Background: an optimization exercise with open tools, aiming at small area. Do not read the settings as production practice.
Only simulation tests tie the RTL to the original design; equivalence was not proved.
No activity file was given, so power comes from the tool's default toggle rates.

## flow/design.v

```verilog
module SAL_AOI3
(
    input   wire                        a,
    input   wire                        b,
    input   wire                        c,
    input   wire                        sa,
    input   wire                        sb,
    input   wire                        sc,
    output  wire                        y
);
    assign  y   = ~((a & sa) | (b & sb) | (c & sc));
endmodule
module SAL_AOI2N
(
    input   wire                        a,
    input   wire                        b,
    input   wire                        sa,
    input   wire                        sb,
    input   wire                        g0,
    input   wire                        g1,
    output  wire                        y
);
    assign  y   = ~(g0 & g1 & ~((a & sa) | (b & sb)));
endmodule
module SAL_DDR_CTRL
(
    input                       clk,
    input                       rst_n,
    input                       arvalid,
    output  wire                arready,
    input   [3:0]               arid,
    input   [31:0]              araddr,
    input   [3:0]               arlen,
    input   [2:0]               arsize,
    input   [1:0]               arburst,
    input                       awvalid,
    output  wire                awready,
    input   [3:0]               awid,
    input   [31:0]              awaddr,
    input   [3:0]               awlen,
    input   [2:0]               awsize,
    input   [1:0]               awburst,
    input                       wvalid,
    output  wire                wready,
    input   [3:0]               wid,
    input   [127:0]             wdata,
    input   [15:0]              wstrb,
    input                       wlast,
    output  wire                bvalid,
    input                       bready,
    output  wire [3:0]          bid,
    output  wire [1:0]          bresp,
    output  wire                rvalid,
    input                       rready,
    output  wire [3:0]          rid,
    output  wire [127:0]        rdata,
    output  wire [1:0]          rresp,
    output  wire                rlast,
    output  wire                dfi_cke,
    output  wire [1:0]          dfi_cs_n,
    output  wire                dfi_ras_n,
    output  wire                dfi_cas_n,
    output  wire                dfi_we_n,
    output  wire [2:0]          dfi_ba,
    output  wire [13:0]         dfi_addr,
    output  wire                dfi_odt,
    output  wire                dfi_wrdata_en,
    output  wire [127:0]        dfi_wrdata,
    output  wire [15:0]         dfi_wrdata_mask,
    output  wire                dfi_rddata_en,
    input   [127:0]             dfi_rddata,
    input                       dfi_rddata_valid,
    input   [15:0]              dfi_rddata_dnv
);
    wire                        act_g, rd_g, wr_g, pre_g;
    wire    [1:0]               pre_ba;
    reg     [2:0]               aw_wp, aw_rp;
    reg     [25:0]              aw_mem [0:3];
    wire                        aw_full     = (aw_wp[2] != aw_rp[2]) & (aw_wp[1:0] == aw_rp[1:0]);
    wire                        aw_empty    = (aw_wp == aw_rp);
    wire                        aw_push     = awvalid & ~aw_full;
    wire    [25:0]              aw_head     = aw_mem[aw_rp[1:0]];
    assign  awready             = ~aw_full;
    always @(posedge clk)
        if (~rst_n) begin
            aw_wp               <= 3'd0;
            aw_rp               <= 3'd0;
        end
        else begin
            if (aw_push)
                aw_wp               <= aw_wp + 3'd1;
            if (wr_g)
                aw_rp               <= aw_rp + 3'd1;
        end
    genvar gi;
    generate
        for (gi=0; gi<4; gi=gi+1) begin : AWM
            always @(posedge clk)
                if (aw_push & (aw_wp[1:0] == gi))
                    aw_mem[gi]          <= awaddr[28:3];
        end
    endgenerate
    reg     [7:0]               w_wp, w_rp;
    reg     [3:0]               w_cnt;
    wire                        w_full      = w_cnt[3];
    wire                        w_empty     = (w_cnt == 4'd0);
    wire                        w_push      = wvalid & ~w_full;
    wire                        w_pop       = dfi_wrdata_en & ~w_empty;
    wire                        wlast_hs    = w_push & wlast;
    assign  wready              = ~w_full;
    always @(posedge clk)
        if (~rst_n) begin
            w_wp                <= 8'd1;
            w_rp                <= 8'd1;
            w_cnt               <= 4'd0;
        end
        else begin
            if (w_push)
                w_wp                <= {w_wp[6:0], w_wp[7]};
            if (w_pop)
                w_rp                <= {w_rp[6:0], w_rp[7]};
            if (w_push & ~w_pop)
                w_cnt               <= w_cnt + 4'd1;
            else if (~w_push & w_pop)
                w_cnt               <= w_cnt - 4'd1;
        end
    reg     [8*144-1:0]         w_mem;
    wire    [143:0]             w_out;
    generate
        for (gi=0; gi<8; gi=gi+1) begin : WM
            always @(posedge clk)
                if (w_push & w_wp[gi])
                    w_mem[gi*144+:144]  <= {wdata, ~wstrb};
        end
    endgenerate
    wire    [143:0]             w_out_g0, w_out_g1;
    generate
        for (gi=0; gi<144; gi=gi+1) begin : W_OUT_SEL
            SAL_AOI3 u_g0 (.a(w_mem[0*144+gi]), .b(w_mem[1*144+gi]), .c(w_mem[2*144+gi]), .sa(w_rp[0]), .sb(w_rp[1]), .sc(w_rp[2]), .y(w_out_g0[gi]));
            SAL_AOI3 u_g1 (.a(w_mem[3*144+gi]), .b(w_mem[4*144+gi]), .c(w_mem[5*144+gi]), .sa(w_rp[3]), .sb(w_rp[4]), .sc(w_rp[5]), .y(w_out_g1[gi]));
            SAL_AOI2N u_g2 (.a(w_mem[6*144+gi]), .b(w_mem[7*144+gi]), .sa(w_rp[6]), .sb(w_rp[7]), .g0(w_out_g0[gi]), .g1(w_out_g1[gi]), .y(w_out[gi]));
        end
    endgenerate
    assign  {dfi_wrdata, dfi_wrdata_mask} = w_out;
    reg     [2:0]               w_trans_cnt;
    always @(posedge clk)
        if (~rst_n)
            w_trans_cnt         <= 3'd0;
        else if (wlast_hs & ~wr_g)
            w_trans_cnt         <= w_trans_cnt + 3'd1;
        else if (~wlast_hs & wr_g)
            w_trans_cnt         <= w_trans_cnt - 3'd1;
    wire                        aw2_valid   = ~aw_empty & (w_trans_cnt != 3'd0);
    reg     [3:0]               b_wp, b_rp;
    reg     [3:0]               b_mem [0:7];
    wire                        b_full      = (b_wp[3] != b_rp[3]) & (b_wp[2:0] == b_rp[2:0]);
    wire                        b_empty     = (b_wp == b_rp);
    always @(posedge clk)
        if (~rst_n) begin
            b_wp                <= 4'd0;
            b_rp                <= 4'd0;
        end
        else begin
            if (wlast_hs & ~b_full)
                b_wp                <= b_wp + 4'd1;
            if (bready & ~b_empty)
                b_rp                <= b_rp + 4'd1;
        end
    generate
        for (gi=0; gi<8; gi=gi+1) begin : BM
            always @(posedge clk)
                if (wlast_hs & (b_wp[2:0] == gi))
                    b_mem[gi]           <= wid;
        end
    endgenerate
    assign  bvalid              = ~b_empty;
    assign  bid                 = b_mem[b_rp[2:0]];
    assign  bresp               = 2'b00;
    reg     [4:0]               wsr;
    always @(posedge clk)
        if (~rst_n)
            wsr                 <= 5'd0;
        else
            wsr                 <= {wsr[3:0], 1'b0} | {3'd0, wr_g, wr_g};
    assign  dfi_wrdata_en       = wsr[4];
    wire                        req_wr      = aw2_valid;
    wire                        req_v       = aw2_valid | arvalid;
    wire    [25:0]              req_a       = aw2_valid ? aw_head : araddr[28:3];
    wire    [1:0]               req_ba      = req_a[11:10];
    wire    [13:0]              req_ra      = req_a[25:12];
    wire    [9:0]               req_ca      = req_a[9:0];
    reg     [3:0]               bopen;
    reg     [3:0]               lastwr;
    reg     [4:0]               rc      [0:3];
    reg     [4:0]               ro      [0:3];
    reg     [13:0]              cur_ra  [0:3];
    wire    [3:0]               b_active, b_rcz, b_hit, pre_req;
    generate
        for (gi=0; gi<4; gi=gi+1) begin : BK
            wire    sel         = req_v & (req_ba == gi);
            wire    ras_met     = (rc[gi] <= 5'd6);
            wire    pre_ok      = lastwr[gi] ? (ro[gi] <= 5'd20) : (ro[gi] <= 5'd29);
            assign  b_active[gi] = bopen[gi] & (rc[gi] < 5'd18) & (ro[gi] != 5'd31);
            assign  b_rcz[gi]   = ~bopen[gi] & (rc[gi] == 5'd0);
            assign  b_hit[gi]   = (cur_ra[gi] == req_ra);
            assign  pre_req[gi] = b_active[gi] & ras_met
                                & (sel ? (~b_hit[gi] & pre_ok) : (ro[gi] == 5'd0));
            wire    act_b       = act_g & (req_ba == gi);
            wire    rd_b        = rd_g  & (req_ba == gi);
            wire    wr_b        = wr_g  & (req_ba == gi);
            wire    pre_b       = pre_g & (pre_ba == gi);
            always @(posedge clk)
                if (~rst_n) begin
                    bopen[gi]           <= 1'b0;
                    lastwr[gi]          <= 1'b0;
                    rc[gi]              <= 5'd0;
                    ro[gi]              <= 5'd0;
                end
                else begin
                    if (act_b)
                        bopen[gi]           <= 1'b1;
                    else if (pre_b)
                        bopen[gi]           <= 1'b0;
                    if (wr_b)
                        lastwr[gi]          <= 1'b1;
                    else if (rd_b)
                        lastwr[gi]          <= 1'b0;
                    if (act_b)
                        rc[gi]              <= 5'd21;
                    else if (pre_b)
                        rc[gi]              <= (rc[gi] == 5'd6) ? 5'd5 : 5'd4;
                    else if (rc[gi] != 5'd0)
                        rc[gi]              <= rc[gi] - 5'd1;
                    if (rd_b | wr_b)
                        ro[gi]              <= 5'd31;
                    else if (ro[gi] != 5'd0)
                        ro[gi]              <= ro[gi] - 5'd1;
                end
            always @(posedge clk)
                if (act_b)
                    cur_ra[gi]          <= req_ra;
        end
    endgenerate
    reg     [1:0]               rrd_cnt;
    reg                         ccd_busy;
    reg     [1:0]               rtw_cnt;
    reg     [3:0]               wtr_cnt;
    wire                        hit_c       = req_v & b_active[req_ba] & b_hit[req_ba];
    assign  act_g               = req_v & b_rcz[req_ba] & (rrd_cnt == 2'd0);
    assign  rd_g                = hit_c & ~req_wr & ~ccd_busy & (wtr_cnt == 4'd0);
    assign  wr_g                = hit_c &  req_wr & ~ccd_busy & (rtw_cnt == 2'd0);
    assign  pre_g               = ~act_g & ~rd_g & ~wr_g & (|pre_req);
    assign  pre_ba              = pre_req[0] ? 2'd0 :
                                  pre_req[1] ? 2'd1 :
                                  pre_req[2] ? 2'd2 : 2'd3;
    always @(posedge clk)
        if (~rst_n) begin
            rrd_cnt             <= 2'd0;
            ccd_busy            <= 1'b0;
            rtw_cnt             <= 2'd0;
            wtr_cnt             <= 4'd0;
        end
        else begin
            if (act_g)
                rrd_cnt             <= 2'd2;
            else if (rrd_cnt != 2'd0)
                rrd_cnt             <= rrd_cnt - 2'd1;
            ccd_busy            <= rd_g | wr_g;
            if (rd_g)
                rtw_cnt             <= 2'd3;
            else if (rtw_cnt != 2'd0)
                rtw_cnt             <= rtw_cnt - 2'd1;
            if (wr_g)
                wtr_cnt             <= 4'd8;
            else if (wtr_cnt != 4'd0)
                wtr_cnt             <= wtr_cnt - 4'd1;
        end
    assign  arready             = rd_g;
    reg                         cmd_cs_n, cmd_ras_n, cmd_we_n;
    reg     [1:0]               cmd_ba;
    reg     [13:0]              cmd_addr;
    always @(posedge clk) begin
        cmd_cs_n            <= ~(act_g | rd_g | wr_g | pre_g);
        cmd_ras_n           <= rd_g | wr_g;
        cmd_we_n            <= act_g | rd_g;
        cmd_ba              <= pre_g ? pre_ba : req_ba;
        cmd_addr            <= act_g ? req_ra : {4'd0, req_ca};
    end
    assign  dfi_cke             = 1'b1;
    assign  dfi_cs_n            = {1'b1, cmd_cs_n};
    assign  dfi_ras_n           = cmd_ras_n;
    assign  dfi_cas_n           = ~cmd_ras_n;
    assign  dfi_we_n            = cmd_we_n;
    assign  dfi_ba              = {1'b0, cmd_ba};
    assign  dfi_addr            = cmd_addr;
    assign  dfi_odt             = 1'b0;
    reg     [6:0]               rsr;
    always @(posedge clk)
        if (~rst_n)
            rsr                 <= 7'd0;
        else
            rsr                 <= {rsr[5:0], 1'b0} | {5'd0, rd_g, rd_g};
    assign  dfi_rddata_en       = rsr[6];
    reg     [1:0]               ri_wp, ri_rp;
    reg     [3:0]               ri_mem [0:3];
    reg                         rbeat;
    wire                        r_hs        = rvalid & rready;
    always @(posedge clk)
        if (~rst_n) begin
            ri_wp               <= 2'd0;
            ri_rp               <= 2'd0;
            rbeat               <= 1'b0;
        end
        else begin
            if (rd_g)
                ri_wp               <= ri_wp + 2'd1;
            if (r_hs & rbeat)
                ri_rp               <= ri_rp + 2'd1;
            if (r_hs)
                rbeat               <= ~rbeat;
        end
    generate
        for (gi=0; gi<4; gi=gi+1) begin : RIM
            always @(posedge clk)
                if (rd_g & (ri_wp == gi))
                    ri_mem[gi]          <= arid;
        end
    endgenerate
    assign  rid                 = ri_mem[ri_rp];
    assign  rlast               = rbeat;
    assign  rresp               = 2'b00;
    reg     [7:0]               r_wp, r_rp;
    reg     [3:0]               r_cnt;
    wire                        r_full      = r_cnt[3];
    wire                        r_empty     = (r_cnt == 4'd0);
    wire                        r_push      = dfi_rddata_valid & ~r_full;
    always @(posedge clk)
        if (~rst_n) begin
            r_wp                <= 8'd1;
            r_rp                <= 8'd1;
            r_cnt               <= 4'd0;
        end
        else begin
            if (r_push)
                r_wp                <= {r_wp[6:0], r_wp[7]};
            if (r_hs)
                r_rp                <= {r_rp[6:0], r_rp[7]};
            if (r_push & ~r_hs)
                r_cnt               <= r_cnt + 4'd1;
            else if (~r_push & r_hs)
                r_cnt               <= r_cnt - 4'd1;
        end
    reg     [8*128-1:0]         r_mem;
    wire    [127:0]             r_out;
    generate
        for (gi=0; gi<8; gi=gi+1) begin : RM
            always @(posedge clk)
                if (dfi_rddata_valid & r_wp[gi])
                    r_mem[gi*128+:128]  <= dfi_rddata;
        end
    endgenerate
    wire    [127:0]             r_out_g0, r_out_g1;
    generate
        for (gi=0; gi<128; gi=gi+1) begin : R_OUT_SEL
            SAL_AOI3 u_g0 (.a(r_mem[0*128+gi]), .b(r_mem[1*128+gi]), .c(r_mem[2*128+gi]), .sa(r_rp[0]), .sb(r_rp[1]), .sc(r_rp[2]), .y(r_out_g0[gi]));
            SAL_AOI3 u_g1 (.a(r_mem[3*128+gi]), .b(r_mem[4*128+gi]), .c(r_mem[5*128+gi]), .sa(r_rp[3]), .sb(r_rp[4]), .sc(r_rp[5]), .y(r_out_g1[gi]));
            SAL_AOI2N u_g2 (.a(r_mem[6*128+gi]), .b(r_mem[7*128+gi]), .sa(r_rp[6]), .sb(r_rp[7]), .g0(r_out_g0[gi]), .g1(r_out_g1[gi]), .y(r_out[gi]));
        end
    endgenerate
    assign  rvalid              = ~r_empty;
    assign  rdata               = r_out;
endmodule  
```

## flow/flow/run.sh

```bash
#!/bin/bash
set -uo pipefail
bash standard.sh \
  'BUFFER_PORTS_ARGS=-buffer_cell sky130_fd_sc_hd__buf_1' \
  'CTS_ARGS=-sink_clustering_enable -repair_clock_nets -sink_clustering_size 18 -sink_clustering_max_diameter 50 -dont_use_dummy_load -buf_list sky130_fd_sc_hd__clkbuf_8' \
  finish > standard_flow.log 2>&1
```

## flow/standard.sh

```bash
#!/bin/bash
# synth_recipe.tcl (not shown) runs the flow's synth.tcl, then flattens the netlist and writes it again
# the make line also repeats each setting of config.mk as NAME=value (left out here)
make -C /OpenROAD-flow-scripts/flow DESIGN_CONFIG=/design/flow/config.mk WORK_HOME=/design/flow/orfs CLKGATE_MAP_FILE= SYNTH_SCRIPT=/design/flow/synth_recipe.tcl "${@:-finish}"
```

## flow/config.mk

```make
export PLATFORM = sky130hd
export DESIGN_NAME = SAL_DDR_CTRL
export DESIGN_NICKNAME = SAL_DDR_CTRL
export VERILOG_FILES = /design/flow/design.v
export SDC_FILE = /design/flow/constraint.sdc
export NUM_CORES = 4
export LEC_CHECK = 0
export CAP_MARGIN = 5
export CORE_MARGIN = 2
export CORE_UTILIZATION = 65
export CTS_CLUSTER_DIAMETER = 60
export CTS_CLUSTER_SIZE = 30
export PLACE_DENSITY = 0.8
export SLEW_MARGIN = 5
export SYNTH_HIERARCHICAL = 1
```

## flow/constraint.sdc

```tcl
create_clock -name core_clock -period 8.0 [get_ports {clk}]
set_input_delay 1.6000 -clock core_clock [delete_from_list [all_inputs] [get_ports {clk}]]
set_output_delay 1.6000 -clock core_clock [all_outputs]
set_load 0.01 [all_outputs]
```

==> reports/metrics.cfg, run 1 <==
[outcome]
status = timing/DRC/antenna clean

[clock_network]
clk_pin_slew_ns = 0.09
ctsResizeCount = 0
cts_buffer_depth = 3
holdBufCountCts = 0
post_cts_buffers = 0
clk_latency_ns = 0.95
cts_tree = done
htree_levels = 4
cts_buffers = 182
cts_sinks = 2534
root_buffer = clkbuf_8

[critical_path]
worst-path-buf-inv = 3
timing.rr.start = aw_rp[0]$_SDFFE_PN0P_
cp_top_family = compound AO/OA/AOI/OAI gates
rr_worst_depth = 14
criticalPathCategory = flop to primary output
crit_path_start_kind = flop
max_stage_delay_ns = 0.86
cp_slowest_cell = ha_1
end_kind = primary output
r2r_slack_ns = 2.69
required_ns = 6.40
critPathArrivalTime_ns = 5.60
r2r_end = bopen[2]$_SDFFE_PN0P_
crit_chain = inv_1, ha_1, buf_4, a21oi_1, a221oi_1, a22oi_4, xnor2_1, nor4_1, nand4_1, o22ai_1, o2111a_1, buf_1
crit_fanout = 27

[power_and_ir_drop]
p_leak_nw = 30.2
total_power_mw = 24.3
ir_worst_vdd_v = 0.000226
p_per_area_mw_per_mm2 = 249

[cells_and_area]
syn_to_final_growth_pct = 8.56
finalNonFillerCells = 7296
drive_gt1_share_pct = 5.93
nFillCells = 8197
fin_area_sq_mm = 0.0976
utilization_pct = 71.0
nets = 5919

[worst_hold_path]
whs_endpoint = r_wp[5]$_SDFFE_PN0P_
hold_depth = 2
hold_path.class = flop to flop
hp-start = r_wp[4]$_SDFFE_PN0P_

[routing]
wire_per_inst_um = 28.8
drt_iter0_drc = 7981
wl_um = 210000
viasPerCell = 6.87
ant_nets = 0
drc_errors = 0
dr.pass1.iters = 13
num_vias = 50100

[floorplan]
rows = 136
num_io_pins = 707
initial_utilization_pct = 65.4
die_y_um = 376
core_sq_mm = 0.137
dieWidth_um = 376
dieArea_sq_mm = 0.141

[global_route]
met1_usage_pct = 38.5
grt_pass1_wl_um = 308000
grt_use_met3_pct = 8.84
gr-max-usage-layer = met2
grt_max_degree = 132
gr-total-overflow = 0
grtUsageTotal_pct = 29.2
grt_pass1_vias = 49500
grt_use_met2_pct = 46.7
antenna_found_initial = 64

[sta]
maxClockFrequency_ghz = 0.139
setup_ws_ns = 0.799
post-route-period-util_pct = 90.0
drv_slew = 0
period_minus_slack_ns = 7.20
fin_skew_ns = 0.130
finalSetupViolations = 0
finalHoldViolCount = 0
slew_headroom_pct = 19.7
setup_tns_ns = 0
worstMarginPinSlew_ns = 1.20
rsz0062_at_grt = no
whs_ns = 0.407

[placement]
pre_cts_ws_ns = 1.79
gp_congestion = 0.812
place_area_sq_mm = 0.0950
portBuffers = 648
hpwl_um = 116000
dp.cells = 7073

[synthesis]
async_flop_share_pct = 0
syn_area_sq_mm = 0.0900
synth_seq_cells = 2534
avgSynthCellArea_sq_um = 19.4
synth-edff-count = 2384
yosys_most_used_dff = edfxtp_1
syn_inst = 4625
ys_warn_count = 13
yosysSeqAreaShare_pct = 82.9
synth_cell_types = 75

[flow_run]
drv_cap = 0

-- state kept, by name, indices dropped and copies added, names as in the netlist, 16 cells and up --
| signal | count |
|---|---|
| aw_mem | 104 |
| b_mem | 32 |
| cur_ra | 56 |
| r_mem | 1024 |
| rc | 20 |
| ri_mem | 16 |
| ro | 20 |
| w_mem | 1152 |
-- placed cells by master (no fill, tap or decap), types with 17 or more instances in the layout --
cell and n:
a22oi_1 288, nand2_1 83, nand3_1 286, and3_1 17, nor3_1 24, a21oi_1 116, o21ai_0 34, dfxtp_1 134
a222oi_1 562, and2_1 18, buf_4 58, diode_2 41, ha_1 62, nor2_1 100, clkbuf_8 182, inv_1 97
xnor2_1 78, edfxtp_1 2384, mux2i_1 27, a221oi_1 21, nor4_1 17, buf_1 648
-- per-module statistics from Yosys (local to each module, per instance) --
module        times used  flip-flops and latches  cells
SAL_AOI3             544                       0      1
SAL_AOI2N            272                       0      2
SAL_DDR_CTRL           1                    2534   3537
-- worst register-to-register path, delay by kind of cell, from the launching register on --
kind | cells | cell delay (ns)
AOI/OAI and AO/OA | 6 | 1.90
and+or+nand+nor | 3 | 1.00
adders and majority gates | 1 | 0.86
buffers and inverters | 3 | 0.83
DFF | 1 | 0.38
xor gates and xnor gates | 1 | 0.21
-- synthesized netlist by cell type, drive strengths merged, types with 12 or more instances --
| master | count | area [sq um] |
|---|---|---|
| a211oi | 12 | 90.1 |
| a21oi | 116 | 581 |
| a221oi | 21 | 184 |
| a222oi | 562 | 5630 |
| a22oi | 302 | 2410 |
| and2 | 27 | 169 |
| and3 | 18 | 113 |
| buf | 23 | 155 |
| clkbuf | 42 | 158 |
| dfxtp | 150 | 3000 |
| edfxtp | 2384 | 71600 |
| ha | 62 | 776 |
| inv | 106 | 398 |
| mux2i | 28 | 284 |
| nand2 | 84 | 318 |
| nand3 | 287 | 1440 |
| nand4 | 15 | 93.8 |
| nor2 | 101 | 379 |
| nor3 | 25 | 130 |
| nor4 | 17 | 106 |
| o21ai | 35 | 175 |
| xnor2 | 81 | 732 |
| xor2 | 16 | 140 |
-- routing by layer --
layer / part of all wire (%) / wire length (um) / up-vias
met4: 3.2 / 6800 / 46
li1: - / - / 21600
met1: 36 / 74700 / 25100
met2: 48 / 102000 / 3081
met3: 13 / 27100 / 386
met5: 0.12 / 261 / -
-- power breakdown --
| group | total (mW) | internal, mW | switching [mW] |
|---|---|---|---|
| clock | 5.69 | 2.03 | 3.66 |
| sequential | 15.5 | 15.1 | 0.366 |
| combinational | 3.10 | 1.03 | 2.07 |
| total | 24.3 | 18.2 | 6.10 |
-- cells by family after synthesis --
logic type	share of synthesized area (%)
XOR/XNOR	0.970
buffers and inverters	0.798
other	0.00835
adder cells (fa/ha/maj)	0.929
multiplexers	0.403
AND/OR/NAND/NOR	3.42
AO/OA/AOI/OAI	10.5
flip-flops	82.9
-- worst max path at each step --
stage,cells past startpoint,endpoint,slack (ns),start
floorplan,3,w_mem[1008]$_DFFE_PP_,2.31,wvalid
global route,12,arready,0.51,aw_rp[0]$_SDFFE_PN0P_
detailed placement,12,arready,1.79,aw_rp[0]$_SDFFE_PN0P_
finish,12,arready,0.80,aw_rp[0]$_SDFFE_PN0P_
CTS,12,arready,0.76,aw_rp[0]$_SDFFE_PN0P_
global placement,12,arready,1.97,aw_rp[0]$_SDFFE_PN0P_
-- final cells by class --
class | instances | area (sq um) | area share, %
clock buffers | 182 | 2500 | 2.57
diodes | 41 | 103 | 0.105
repair buffers | 713 | 3010 | 3.08
well taps | 1794 | 2240 | 2.30
multi-input cells | 1924 | 14700 | 15.1
flip-flops and latches | 2534 | 74700 | 76.4
inverters | 108 | 442 | 0.452
==> inputs of run 2 (changes only) <==
--- a/flow/config.mk
+++ b/flow/config.mk
@@ -7,3 +7,3 @@
 export LEC_CHECK = 0
-export CAP_MARGIN = 5
+export CAP_MARGIN = 20
 export CORE_MARGIN = 2
@@ -13,3 +13,3 @@
 export PLACE_DENSITY = 0.8
-export SLEW_MARGIN = 5
+export SLEW_MARGIN = 20
 export SYNTH_HIERARCHICAL = 1
==> reports/metrics.cfg, run 2 <==
[clock_network]
htree_levels = 4
clk_pin_slew_ns = 0.09
holdBufCountCts = 0
root_buffer = clkbuf_8
cts_buffer_depth = 3
clk_latency_ns = 0.95
post_cts_buffers = 0
cts_buffers = 182
cts_sinks = 2534
ctsResizeCount = 0
cts_tree = done

[global_route]
grt_pass1_vias = 49500
antenna_found_initial = 64
grt_pass1_wl_um = 308000
grtUsageTotal_pct = 29.2
gr-total-overflow = 0
grt_max_degree = 132

[placement]
hpwl_um = 116000
gp_congestion = 0.812
portBuffers = 648

[sta]
period_minus_slack_ns = 7.20
maxClockFrequency_ghz = 0.139
drv_slew = 0
finalHoldViolCount = 0
fin_skew_ns = 0.130
slew_headroom_pct = 19.7
finalSetupViolations = 0
worstMarginPinSlew_ns = 1.20
post-route-period-util_pct = 90.0
setup_tns_ns = 0
whs_ns = 0.407
rsz0062_at_grt = no

[routing]
wire_per_inst_um = 28.8
viasPerCell = 6.87
dr.pass1.iters = 13
num_vias = 50100
drc_errors = 0
wl_met3_um = 27100
top_layer_used = met5
wl_met2_um = 102000
wl_met1_um = 74700
drt_iter0_drc = 7981
ant_nets = 0
wl_um = 210000

[critical_path]
startpoint = aw_rp[0]$_SDFFE_PN0P_
end_kind = primary output
crit_path_start_kind = flop
rr_worst_depth = 14
r2r_end = bopen[2]$_SDFFE_PN0P_
timing.rr.start = aw_rp[0]$_SDFFE_PN0P_
critPathArrivalTime_ns = 5.60
r2r_slack_ns = 2.69
crit_end = arready
required_ns = 6.40
crit_fanout = 27
criticalPathCategory = flop to primary output

[cells_and_area]
nFillCells = 8197
reg_top3 = w_mem (1152), r_mem (1024), aw_mem (104)
final_cell_mix = 2384 x edfxtp_1, 648 x buf_1, 562 x a222oi_1
regMostFlops = w_mem
largest_reg_flops = 1152
nets = 5919
final_common_cell = edfxtp_1
utilization_pct = 71.0
syn_to_final_growth_pct = 8.56
drive_gt1_share_pct = 5.93

[synthesis]
ys_warn_count = 13
synth_commonest_cells = 2384 x edfxtp_1, 562 x a222oi_1, 288 x a22oi_1
yosysSeqAreaShare_pct = 82.9
synth.top_cell.area_share_pct = 79.6
synth_area_leaders = edfxtp_1 80%, a222oi_1 6.3%, dfxtp_1 3.3%, a22oi_1 2.4%, nand3_1 1.6%
yosys_most_used_dff = edfxtp_1
syn_area_sq_mm = 0.0900
synth_cell_types = 75
avgSynthCellArea_sq_um = 19.4
synth-edff-count = 2384
syn_inst = 4625
async_flop_share_pct = 0
synth_largest_area_cell = edfxtp_1
synth_seq_cells = 2534
yosysMostFrequentCell = edfxtp_1

[worst_hold_path]
hold_path.class = flop to flop

[flow_run]
drv_cap = 0

[floorplan]
dieArea_sq_mm = 0.141
die_y_um = 376
rows = 136
core_sq_mm = 0.137
num_io_pins = 707
dieWidth_um = 376
initial_utilization_pct = 65.4

[power_and_ir_drop]
ir_worst_vdd_v = 0.000226
p_per_area_mw_per_mm2 = 249
p_leak_nw = 30.2

[outcome]
status = timing/DRC/antenna clean

## run 2: per-module statistics from Yosys, one instance, submodules excluded
module        cell area (sq um)  cells  copies in the design  flops+latches
SAL_DDR_CTRL              81100   3537                     1           2534
SAL_AOI2N                  12.5      2                   272              0
SAL_AOI3                   10.0      1                   544              0
## run 2: area by class of cell
| class | instances | area (sq um) | share of cell area, % |
|---|---|---|---|
| multi-input cells | 1924 | 14700 | 15.1 |
| diodes | 41 | 103 | 0.105 |
| well taps | 1794 | 2240 | 2.30 |
| flip-flops and latches | 2534 | 74700 | 76.4 |
| inverters | 108 | 442 | 0.452 |
| repair buffers | 713 | 3010 | 3.08 |
| clock buffers | 182 | 2500 | 2.57 |
## run 2: through the flow
stage               std cells  instance area (sq um)  setup WS (ns)  power [mW]
global route             7277                  97600          0.511        25.1
CTS                      7255                  97500          0.762        24.3
finish                   7296                  97600          0.799        24.3
detailed placement       7073                  95000           1.79        18.9
global placement         7073                  95000           1.97        18.7
floorplan                4631                  90000           2.31        17.6
## run 2: power by group
part,leakage [nW],switching (mW),total (mW),internal [mW]
clock network,1.31,3.66,5.69,2.03
registers,22.9,0.366,15.5,15.1
logic,5.97,2.07,3.10,1.03
total,30.2,6.10,24.3,18.2
## run 2: routing by layer
| layer | track usage (%) | up-vias |
|---|---|---|
| li1 | - | 21600 |
| met1 | 38.5 | 25100 |
| met2 | 46.7 | 3081 |
| met3 | 8.84 | 386 |
| met4 | 10.9 | 46 |
| met5 | 0 | - |
## run 2: cell families (layout without fill, tap and decap cells)
| family | after synthesis | count (layout) | share of synthesized area [%] |
|---|---|---|---|
| DFF | 2534 | 2534 | 82.9 |
| xor gates and xnor gates | 97 | 97 | 0.970 |
| AOI/OAI and AO/OA | 1099 | 1099 | 10.5 |
| buffers and inverters | 173 | 1003 | 0.798 |
| adders and majority gates | 65 | 65 | 0.929 |
| and+or+nand+nor | 621 | 621 | 3.42 |
| muxes | 34 | 34 | 0.403 |
| other | 2 | 49 | 0.00835 |
## run 2: worst min path at each step
stage          slack (ns)  cells after the start            startpoint                   end
5_1_grt              0.44                      2  r_wp[4]$_SDFFE_PN0P_  r_wp[5]$_SDFFE_PN0P_
4_1_cts              0.41                      2  r_wp[4]$_SDFFE_PN0P_  r_wp[5]$_SDFFE_PN0P_
3_3_place_gp         0.42                      1     rsr[1]$_SDFF_PN0_     rsr[2]$_SDFF_PN0_
2_1_floorplan        0.41                      1     rsr[1]$_SDFF_PN0_     rsr[2]$_SDFF_PN0_
6_report             0.41                      2  r_wp[4]$_SDFFE_PN0P_  r_wp[5]$_SDFFE_PN0P_
3_5_place_dp         0.42                      1     wsr[3]$_SDFF_PN0_     wsr[4]$_SDFF_PN0_
## run 2: critical path, cell delays in order, from the launching register on
cell and delay, ns:
dfxtp_1 0.38, inv_1 0.15, ha_1 0.86, buf_4 0.43, a21oi_1 0.08, a221oi_1 0.44
a22oi_4 0.19, xnor2_1 0.19, nor4_1 0.46, nand4_1 0.36, o22ai_1 0.39, o2111a_1 0.56
buf_1 0.21
==> inputs of run 3 (changes only) <==
==> flow/flow/run.sh (replaced) <==
#!/bin/bash
set -uo pipefail
bash standard.sh \
  'BUFFER_PORTS_ARGS=-buffer_cell sky130_fd_sc_hd__buf_1' \
  'CTS_ARGS=-sink_clustering_enable -repair_clock_nets -sink_clustering_size 20 -sink_clustering_max_diameter 50 -dont_use_dummy_load -buf_list sky130_fd_sc_hd__clkbuf_8' \
  finish > standard_flow.log 2>&1
==> reports/metrics.cfg, run 3 <==
[power_and_ir_drop]
swShare_pct = 25.1
p_leak_nw = 30.1
p_int_mw = 18.1
ir_worst_vdd_v = 0.000235
p_per_area_mw_per_mm2 = 248
p_sw_mw = 6.07
clockPowerShare_pct = 23.1
pwr-share-seq_pct = 64.1
pwr-share-comb_pct = 12.8

[synthesis]
yosys_most_used_dff = edfxtp_1
synth_seq_cells = 2534
avgSynthCellArea_sq_um = 19.4
synth_area_leaders = edfxtp_1 80%, a222oi_1 6.3%, dfxtp_1 3.3%, a22oi_1 2.4%, nand3_1 1.6%
syn_area_sq_mm = 0.0900
yosysSeqAreaShare_pct = 82.9
synth_commonest_cells = 2384 x edfxtp_1, 562 x a222oi_1, 288 x a22oi_1
synth_cell_types = 75
synth.top_cell.area_share_pct = 79.6
synth-edff-count = 2384
synth_largest_area_cell = edfxtp_1
yosysMostFrequentCell = edfxtp_1
async_flop_share_pct = 0
ys_warn_count = 13
syn_inst = 4625

[sta]
finalSetupViolations = 0
rsz0062_at_grt = no
fin_skew_ns = 0.123
setup_tns_ns = 0
period_minus_slack_ns = 7.18
finalHoldViolCount = 0
post-route-period-util_pct = 89.7
slew_headroom_pct = 24.5
drv_slew = 0
setup_ws_ns = 0.824
whs_ns = 0.409
maxClockFrequency_ghz = 0.139
worstMarginPinSlew_ns = 1.13

[global_route]
grt_pass1_wl_um = 307000
gr-total-overflow = 0
grt_pass1_vias = 49400
grt_max_degree = 132
antenna_found_initial = 58
grtUsageTotal_pct = 29.2

[critical_path]
crit_fanout = 27
end_kind = primary output
crit_path_start_kind = flop
criticalPathCategory = flop to primary output
required_ns = 6.40
critPathArrivalTime_ns = 5.58

[floorplan]
die_y_um = 376
dieArea_sq_mm = 0.141
initial_utilization_pct = 65.4
num_io_pins = 707
rows = 136
dieWidth_um = 376
core_sq_mm = 0.137

[clock_network]
cts_buffer_depth = 3
cts_tree = done
htree_levels = 4
clk_latency_ns = 0.92
root_buffer = clkbuf_8
holdBufCountCts = 0
cts_buffers = 174
cts_sinks = 2534
post_cts_buffers = 0
ctsResizeCount = 0
clk_pin_slew_ns = 0.10

[cells_and_area]
nFillCells = 8218
multiInputGateArea_sq_mm = 0.0147
largest_reg_flops = 1152
syn_to_final_growth_pct = 8.46
seqCellArea_sq_mm = 0.0747
utilization_pct = 71.0
regMostFlops = w_mem
nets = 5912
finalNonFillerCells = 7289
final_common_cell = edfxtp_1
reg_top3 = w_mem (1152), r_mem (1024), aw_mem (104)
final_cell_mix = 2384 x edfxtp_1, 648 x buf_1, 562 x a222oi_1
drive_gt1_share_pct = 5.81

[routing]
ant_nets = 0
wire_per_inst_um = 28.8
drc_errors = 0
drt_iter0_drc = 8142
wl_um = 210000
viasPerCell = 6.86
num_vias = 50000
dr.pass1.iters = 15

[placement]
pre_cts_ws_ns = 1.79
dp.cells = 7073
gp_congestion = 0.812
portBuffers = 648
hpwl_um = 116000

[flow_run]
drv_cap = 0

[worst_hold_path]
hold_path.class = flop to flop

[outcome]
status = timing/DRC/antenna clean

## run 3: cell families after synthesis
kind of cell,share of synthesized area [%]
buffers and inverters,0.798
DFF,82.9
other,0.00835
xor gates and xnor gates,0.970
adders and majority gates,0.929
muxes,0.403
AOI/OAI and AO/OA,10.5
and+or+nand+nor,3.42
## run 3: Yosys stat by module, one instance, submodules excluded
module        cells  flip-flops and latches  times used
SAL_DDR_CTRL   3537                    2534           1
SAL_AOI2N         2                       0         272
SAL_AOI3          1                       0         544
## run 3: final timing paths
check	startpoint	to	slack, ns	cells past startpoint
worst max-delay path	aw_rp[0]$_SDFFE_PN0P_	arready	0.82	12
worst min-delay path	r_wp[4]$_SDFFE_PN0P_	r_wp[5]$_SDFFE_PN0P_	0.41	2
worst max register to register	aw_rp[0]$_SDFFE_PN0P_	bopen[2]$_SDFFE_PN0P_	2.73	14
worst min register to register	r_wp[4]$_SDFFE_PN0P_	r_wp[5]$_SDFFE_PN0P_	0.41	2
## run 3: worst max-delay path, stage by stage, from the launching register on
cell and delay (ns):
dfxtp_1 0.38, inv_1 0.15, ha_1 0.85, buf_4 0.43
a21oi_1 0.08, a221oi_1 0.44, a22oi_4 0.19, xnor2_1 0.19
nor4_1 0.46, nand4_1 0.35, o22ai_1 0.37, o2111a_1 0.56
buf_1 0.21
## run 3: stage by stage
stage | instance area (sq um) | power, mW
3_5_place_dp | 95000 | 18.9
3_3_place_gp | 95000 | 18.7
6_report | 97600 | 24.2
2_1_floorplan | 90000 | 17.6
4_1_cts | 97400 | 24.2
5_1_grt | 97500 | 25.0
## run 3: power by group through the flow
stage / combinational, mW / clock (mW) / sequential, mW
floorplan: 1.80 / 0 / 15.8
global placement: 2.99 / 0 / 15.7
detailed placement: 3.07 / 0 / 15.8
CTS: 3.09 / 5.63 / 15.5
global route: 3.37 / 6.06 / 15.5
finish: 3.09 / 5.59 / 15.5
## run 3: layer usage
layer | wire length (um) | share of wire, % | up-vias | track usage, %
li1 | - | - | 21500 | -
met1 | 75600 | 36 | 25000 | 38.6
met2 | 101000 | 48 | 3002 | 46.8
met3 | 26300 | 13 | 400 | 8.47
met4 | 6930 | 3.3 | 48 | 10.4
met5 | 290 | 0.14 | - | 0
## run 3: area by class of cell
type,count,area share (%)
multi-input cells,1924,15.1
clock buffers,174,2.45
diodes,41,0.105
flip-flops and latches,2534,76.5
inverters,108,0.453
well taps,1794,2.30
repair buffers,714,3.10

-- static timing again, ports no longer ideal --
In the flow no input, the clock included, has a driving cell. The finished layouts below were timed again as built, in two steps.
Step 1 sets driving cells, clkbuf_16 on the clock port and buf_2 on the other inputs (assumed; they add their load-dependent delay and slew).
Step 2 moves the port delays by t, midway between the first and last clock arrival at a register: inputs arrive t later, outputs are due t later. That takes back most of the time a late clock gives input paths.
a / b / c = ideal ports / drivers / drivers and shift; a / b = the first two.
run	shift t [ns]	slack for setup (ns)	clock arrival spread, ns
run 1	0.971	0.799 / 0.728 / 1.699	0.150 / 0.150
run 2	0.971	0.799 / 0.728 / 1.699	0.150 / 0.150
run 3	0.933	0.824 / 0.752 / 1.685	0.155 / 0.155
After both steps setup and hold are still met in every run listed.
